Background: an optimization exercise with open tools, aiming at small area. Do not read the settings as production practice.
Where RTL was checked, it was by simulation tests only, not by an equivalence proof against the original.
Power and IR drop assume default switching activity.

==> 10-01: inputs <==
## color_find
module color_find #(
    parameter DISPLAY_W = 640,
    parameter DISPLAY_H = 480
) (
    input clk,
    input reset,
    input [9:0] x_pixel,
    input [9:0] y_pixel,
    input [3:0] R,
    input [3:0] G,
    input [3:0] B,
    output logic [1:0] USER
);
==> module color_find, before the edit <==
module color_find #(
    parameter DISPLAY_W = 640,
    parameter DISPLAY_H = 480
) (
    input clk,
    input reset,
    input [9:0] x_pixel,
    input [9:0] y_pixel,
    input [3:0] R,
    input [3:0] G,
    input [3:0] B,
    output logic [1:0] USER
);
    localparam N = 22;
    wire is_red, is_blue;
    color_cls u_cls (
        .r3(R[3]), .r2(R[2]), .r1(R[1]), .r0(R[0]),
        .g3(G[3]), .g2(G[2]), .g1(G[1]), .g0(G[0]),
        .b3(B[3]), .b2(B[2]), .b1(B[1]), .b0(B[0]),
        .red(is_red), .blue(is_blue)
    );
    wire latch_pt = (x_pixel == DISPLAY_W) && (y_pixel == DISPLAY_H);
    wire clear_pt = (x_pixel == 0) && (y_pixel == 0);
    wire upper    = (y_pixel < (DISPLAY_H >> 1));
    reg zero;
    always_ff @(posedge clk, posedge reset) begin
        if (reset) zero <= 1'b1;
        else zero <= clear_pt | (zero & latch_pt);
    end
    wire en_b = is_blue & ~latch_pt;
    wire en_r = is_red & ~latch_pt;
    reg  [N-1:0] cnt_b, cnt_r;   
    reg          par_b, par_r;   
    wire [N-1:0] nx_b, nx_r;
    wire         npar_b, npar_r;
    gcnt_next u_nb (.c(cnt_b), .par(par_b), .en(en_b), .dn(upper), .zero(zero),
                    .d(nx_b), .npar(npar_b));
    gcnt_next u_nr (.c(cnt_r), .par(par_r), .en(en_r), .dn(upper), .zero(zero),
                    .d(nx_r), .npar(npar_r));
    always_ff @(posedge clk) begin
        cnt_b <= nx_b;
        cnt_r <= nx_r;
        par_b <= npar_b;
        par_r <= npar_r;
    end
    always_ff @(posedge clk) begin
        if (latch_pt & ~reset) USER <= {cnt_r[N-1] & ~zero, cnt_b[N-1] & ~zero};
    end
endmodule
==> module gcnt_next, before the edit <==
module gcnt_next (
    input  [21:0] c,
    input         par,
    input         en,
    input         dn,
    input         zero,
    output [21:0] d,
    output        npar
);
    wire m = par ^ dn;
    wire [20:0] w;
    wire [20:1] fl;
    assign w[0] = en & m;
    genvar i;
    generate
        for (i = 1; i <= 20; i = i + 1) begin : g_bit
            wire nx;   
            if (i % 2 == 1) begin : g_odd
                g_nand2 u_f (.A(w[i-1]), .B(c[i-1]), .Y(fl[i]));
                g_nand2 u_w (.A(w[i-1]), .B(fl[i]), .Y(w[i]));
                g_xor2  u_x (.A(c[i]), .B(fl[i]), .X(nx));
            end else begin : g_even
                g_nor2  u_w (.A(w[i-1]), .B(c[i-1]), .Y(w[i]));
                g_nor2  u_f (.A(w[i-1]), .B(w[i]), .Y(fl[i]));
                g_xnor2 u_x (.A(c[i]), .B(fl[i]), .Y(nx));
            end
            g_nor2 u_d (.A(zero), .B(nx), .Y(d[i]));
        end
    endgenerate
    assign d[0]  = zero ? (en & ~dn) : (c[0] ^ (en & ~m));
    assign d[21] = zero ? (en & dn) : (c[21] ^ w[20]);
    assign npar  = zero ? en : (par ^ en);
endmodule
Settings: LEC_CHECK=0, ABC_AREA=1, CAP_MARGIN=20, CORE_MARGIN=2, CORE_UTILIZATION=70, SLEW_MARGIN=20, SYNTH_HIERARCHICAL=1, SYNTH_MINIMUM_KEEP_SIZE=0, BUFFER_PORTS_ARGS=-buffer_cell sky130_fd_sc_hd__buf_1, CTS_ARGS=-sink_clustering_enable -repair_clock_nets -dont_use_dummy_load -buf_list sky130_fd_sc_hd__clkbuf_8 -root_buf sky130_fd_sc_hd__clkbuf_8; clock period 160.0 ns.
standard.sh (not shown) runs the stock make flow with config.mk's settings and CLKGATE_MAP_FILE= SYNTH_SCRIPT=/design/flow/synth_recipe.tcl, a recipe that flattens the netlist after the stock synthesis.
==> flow/flow/run.sh <==
#!/bin/bash
# Standard ORFS layout with two changes:
#  - synthesis maps with flow/abc_area.script (area-oriented ABC mapping, no
#    ABC buffering/upsizing); everything else in synthesis is the standard flow's own
#    standard synthesis (synth_recipe.tcl), so registers are unchanged;
#  - no full-adder extraction, buf_1 port buffers and a smaller clock
#    tree (flow/extra.mk).
set -euo pipefail
rm -rf scripts_mod
cp -r "$FLOW_HOME/scripts" scripts_mod
cp flow/abc_area.script scripts_mod/abc_area.script
cat flow/extra.mk >> config.mk
export SCRIPTS_DIR="$PWD/scripts_mod"
bash standard.sh > standard.log 2>&1
==> flow/flow/abc_area.script <==
strash
dch
amap
topo
==> flow/flow/extra.mk <==
# no full-adder extraction: ABC maps all logic
export ADDER_MAP_FILE =
# small buffers on the ports (the standard flow picks clkdlybuf4s50_1)
export BUFFER_PORTS_ARGS = -buffer_cell sky130_fd_sc_hd__buf_1
# smaller clock tree, no dummy loads
export CTS_ARGS = -sink_clustering_enable -repair_clock_nets -dont_use_dummy_load -buf_list sky130_fd_sc_hd__clkbuf_8 -root_buf sky130_fd_sc_hd__clkbuf_8
==> inputs of 08-14, as changes to 10-01 <==
--- a/flow/design.v
+++ b/flow/design.v
@@ -22,15 +22,30 @@
     );
-    wire latch_pt = (x_pixel == DISPLAY_W) && (y_pixel == DISPLAY_H);
-    wire clear_pt = (x_pixel == 0) && (y_pixel == 0);
-    wire upper    = (y_pixel < (DISPLAY_H >> 1));
+    wire [9:0] x = x_pixel, y = y_pixel;
+    wire z0, z1, z2, lo_n, pt_n, y5_8_n, x79_n, y5_8_z, y4_7_n;
+    wire latch_pt, clear_pt, upper;
+    g_nor4  u_z0 (.A(x[0]), .B(x[1]), .C(x[2]), .D(x[3]), .Y(z0));
+    g_nor4  u_z1 (.A(x[4]), .B(x[5]), .C(x[6]), .D(y[0]), .Y(z1));
+    g_nor4  u_z2 (.A(y[1]), .B(y[2]), .C(y[3]), .D(y[4]), .Y(z2));
+    g_nor2  u_lo (.A(x[8]), .B(y[9]), .Y(lo_n));
+    g_nand4 u_pt (.A(z0), .B(z1), .C(z2), .D(lo_n), .Y(pt_n));
+    g_nand4 u_y5 (.A(y[8]), .B(y[7]), .C(y[6]), .D(y[5]), .Y(y5_8_n));
+    g_nand2 u_x7 (.A(x[9]), .B(x[7]), .Y(x79_n));
+    g_nor3  u_lt (.A(pt_n), .B(y5_8_n), .C(x79_n), .Y(latch_pt));
+    g_nor4  u_yz (.A(y[8]), .B(y[7]), .C(y[6]), .D(y[5]), .Y(y5_8_z));
+    g_nor4b u_cl (.A(pt_n), .B(x[9]), .C(x[7]), .D_N(y5_8_z), .Y(clear_pt));
+    g_nand4 u_y4 (.A(y[7]), .B(y[6]), .C(y[5]), .D(y[4]), .Y(y4_7_n));
+    g_nor3b u_up (.A(y[9]), .B(y[8]), .C_N(y4_7_n), .Y(upper));
     reg zero;
+    wire zero_d;
+    g_a21o u_zd (.A1(zero), .A2(latch_pt), .B1(clear_pt), .X(zero_d));
     always_ff @(posedge clk, posedge reset) begin
         if (reset) zero <= 1'b1;
-        else zero <= clear_pt | (zero & latch_pt);
+        else zero <= zero_d;
     end
-    wire en_b = is_blue & ~latch_pt;
-    wire en_r = is_red & ~latch_pt;
-    reg  [N-1:0] cnt_b, cnt_r;   
+    wire en_b, en_r;
+    g_nor2b u_eb (.A(latch_pt), .B_N(is_blue), .Y(en_b));
+    g_nor2b u_er (.A(latch_pt), .B_N(is_red), .Y(en_r));
+    reg  [N-2:0] cnt_b, cnt_r;   
     reg          par_b, par_r;   
-    wire [N-1:0] nx_b, nx_r;
+    wire [N-2:0] nx_b, nx_r;
     wire         npar_b, npar_r;
@@ -46,4 +61,9 @@
     end
+    wire user_en;
+    wire [1:0] user_d;
+    g_nor2b u_ue (.A(reset), .B_N(latch_pt), .Y(user_en));
+    g_nor2b u_u0 (.A(zero), .B_N(cnt_b[N-2]), .Y(user_d[0]));
+    g_nor2b u_u1 (.A(zero), .B_N(cnt_r[N-2]), .Y(user_d[1]));
     always_ff @(posedge clk) begin
-        if (latch_pt & ~reset) USER <= {cnt_r[N-1] & ~zero, cnt_b[N-1] & ~zero};
+        if (user_en) USER <= user_d;
     end
@@ -51,3 +71,3 @@
 module gcnt_next (
-    input  [21:0] c,
+    input  [20:0] c,
     input         par,
@@ -56,3 +76,3 @@
     input         zero,
-    output [21:0] d,
+    output [20:0] d,
     output        npar
@@ -61,3 +81,3 @@
     wire [20:0] w;
-    wire [20:1] fl;
+    wire [19:1] fl;
     assign w[0] = en & m;
@@ -66,3 +86,2 @@
         for (i = 1; i <= 20; i = i + 1) begin : g_bit
-            wire nx;   
             if (i % 2 == 1) begin : g_odd
@@ -70,9 +89,17 @@
                 g_nand2 u_w (.A(w[i-1]), .B(fl[i]), .Y(w[i]));
-                g_xor2  u_x (.A(c[i]), .B(fl[i]), .X(nx));
             end else begin : g_even
                 g_nor2  u_w (.A(w[i-1]), .B(c[i-1]), .Y(w[i]));
-                g_nor2  u_f (.A(w[i-1]), .B(w[i]), .Y(fl[i]));
-                g_xnor2 u_x (.A(c[i]), .B(fl[i]), .Y(nx));
+                if (i < 20) begin : g_f
+                    g_nor2 u_f (.A(w[i-1]), .B(w[i]), .Y(fl[i]));
+                end
+            end
+            if (i < 20) begin : g_d
+                wire nx;   
+                if (i % 2 == 1) begin : g_x
+                    g_xor2  u_x (.A(c[i]), .B(fl[i]), .X(nx));
+                end else begin : g_x
+                    g_xnor2 u_x (.A(c[i]), .B(fl[i]), .Y(nx));
+                end
+                g_nor2 u_d (.A(zero), .B(nx), .Y(d[i]));
             end
-            g_nor2 u_d (.A(zero), .B(nx), .Y(d[i]));
         end
@@ -80,3 +107,3 @@
     assign d[0]  = zero ? (en & ~dn) : (c[0] ^ (en & ~m));
-    assign d[21] = zero ? (en & dn) : (c[21] ^ w[20]);
+    assign d[20] = zero ? (en & dn) : (c[20] ^ w[20]);
     assign npar  = zero ? en : (par ^ en);
@@ -218,2 +245,5 @@
 endmodule
+module g_a21o (input A1, input A2, input B1, output X);
+  assign X = (A1&A2) | (B1);
+endmodule
 module g_a21oi (input A1, input A2, input B1, output Y);
@@ -242,2 +272,5 @@
 endmodule
+module g_nand4 (input A, input B, input C, input D, output Y);
+  assign Y = (~A) | (~B) | (~C) | (~D);
+endmodule
 module g_nor2 (input A, input B, output Y);
@@ -251,2 +284,5 @@
 endmodule
+module g_nor3b (input A, input B, input C_N, output Y);
+  assign Y = (~A&~B&C_N);
+endmodule
 module g_nor4 (input A, input B, input C, input D, output Y);
@@ -254,2 +290,5 @@
 endmodule
+module g_nor4b (input A, input B, input C, input D_N, output Y);
+  assign Y = (~A&~B&~C&D_N);
+endmodule
 module g_o211ai (input A1, input A2, input B1, input C1, output Y);
==> inputs of 03-13, as changes to 10-01 <==
- CORE_UTILIZATION: 70 -> 40
==> summary of the runs <==
- Synthesized cell count is the same in 03-13 and 10-01.
- Of 10-01 and 03-13, 03-13 has the higher worst setup slack (gap 0.23 ns).
- Utilization, highest first: 10-01, 08-14, 03-13.
- Between 10-01 and 08-14, the lower via count is in 08-14 (gap 0.81%, measured against 08-14).
- Hold slack is about the same in 08-14 and 03-13.
- Combinational power is about the same in 10-01 and 08-14.
- In 10-01 the first-iteration DRC count is larger than in 08-14, by about 7%.
- In clock-buffer cell count, 10-01 and 03-13 do not differ.
- Critical path depth, highest first: 03-13, 10-01, 08-14.
- In 03-13 the area after synthesis is higher than in 08-14, by about 0.5%.
==> figures <==
quantity                                                         08-14         03-13         10-01
Net switching power                                           14.98 µW      14.18 µW      14.56 µW
Die boundary width                                            65.75 µm      85.89 µm      65.91 µm
Met2 usage in global routing                                    50.76%        25.79%        47.98%
Clock network power consumption                                6.38 µW       6.30 µW       6.09 µW
GPL Wtd Cong                                                    0.9881        0.9655         1.006
Pwr per Cell Area                                         14.12 nW/µm²  13.59 nW/µm²  13.91 nW/µm²
R2R Setup Slk                                                155.67 ns     155.88 ns     155.80 ns
Via-per-instance ratio                                           5.651         5.086         5.652
Gate power share                                                 33.0%         32.3%         33.1%
Maximum resistive drop on vdd                               0.01055 mV   0.004870 mV   0.007677 mV
Initial core utilization                                        72.90%        41.77%        73.27%
Final area over synthesized area                               1.0975x       1.1133x       1.0970x
Shortest clock period the worst path allows after layout      38.81 ns      38.67 ns      38.90 ns
Flip-flop and latch power                                      21.3 µW       21.2 µW       21.3 µW
Clock Power Share                                                15.4%         15.5%         14.9%
Status                                        timing/DRC/antenna clean  timing/DRC/antenna clean  timing/DRC/antenna clean
Vias in the first global route                                   2,386         2,317         2,409
Met3 Routed Length                                              381 µm        280 µm        378 µm
Wire length of the first global-routing pass                   9694 µm       9390 µm       9563 µm
Period utilization                                              24.25%        24.17%        24.31%
Worst slew slack as a fraction of its limit                     39.74%        41.89%        43.53%
For 08-14, only the layout was checked, not whether the RTL still works.

## re-timing with driven ports
The flow's constraints put no driver on any port. The routed layouts listed below were extracted and timed again, unchanged, in two steps.
Step 1, drivers: a clkbuf_16 drives clk and a buf_2 each remaining input, both assumed.
Step 2 adds t to the input delays and takes it off the output delays; t is the mean of the earliest and latest rising clock arrival at the registers after step 1. Input paths then give back, and output paths get back, about the clock's delay inside the block.
a / b / c = no drivers / after step 1 / after step 2; a / b = the first two.
run | t, ns | setup slack, ns | clock arrival spread, ns
10-01 | 0.310 | 121.101 / 121.107 / 120.797 | 0.020 / 0.020
08-14 | 0.317 | 121.195 / 121.199 / 120.882 | 0.017 / 0.017
03-13 | 0.309 | 121.330 / 121.336 / 121.027 | 0.015 / 0.016
After both steps every run listed still meets setup and hold. The setup slack of 08-14, which loses most, moves by +0.004 ns with the drivers and by -0.313 ns with both steps.
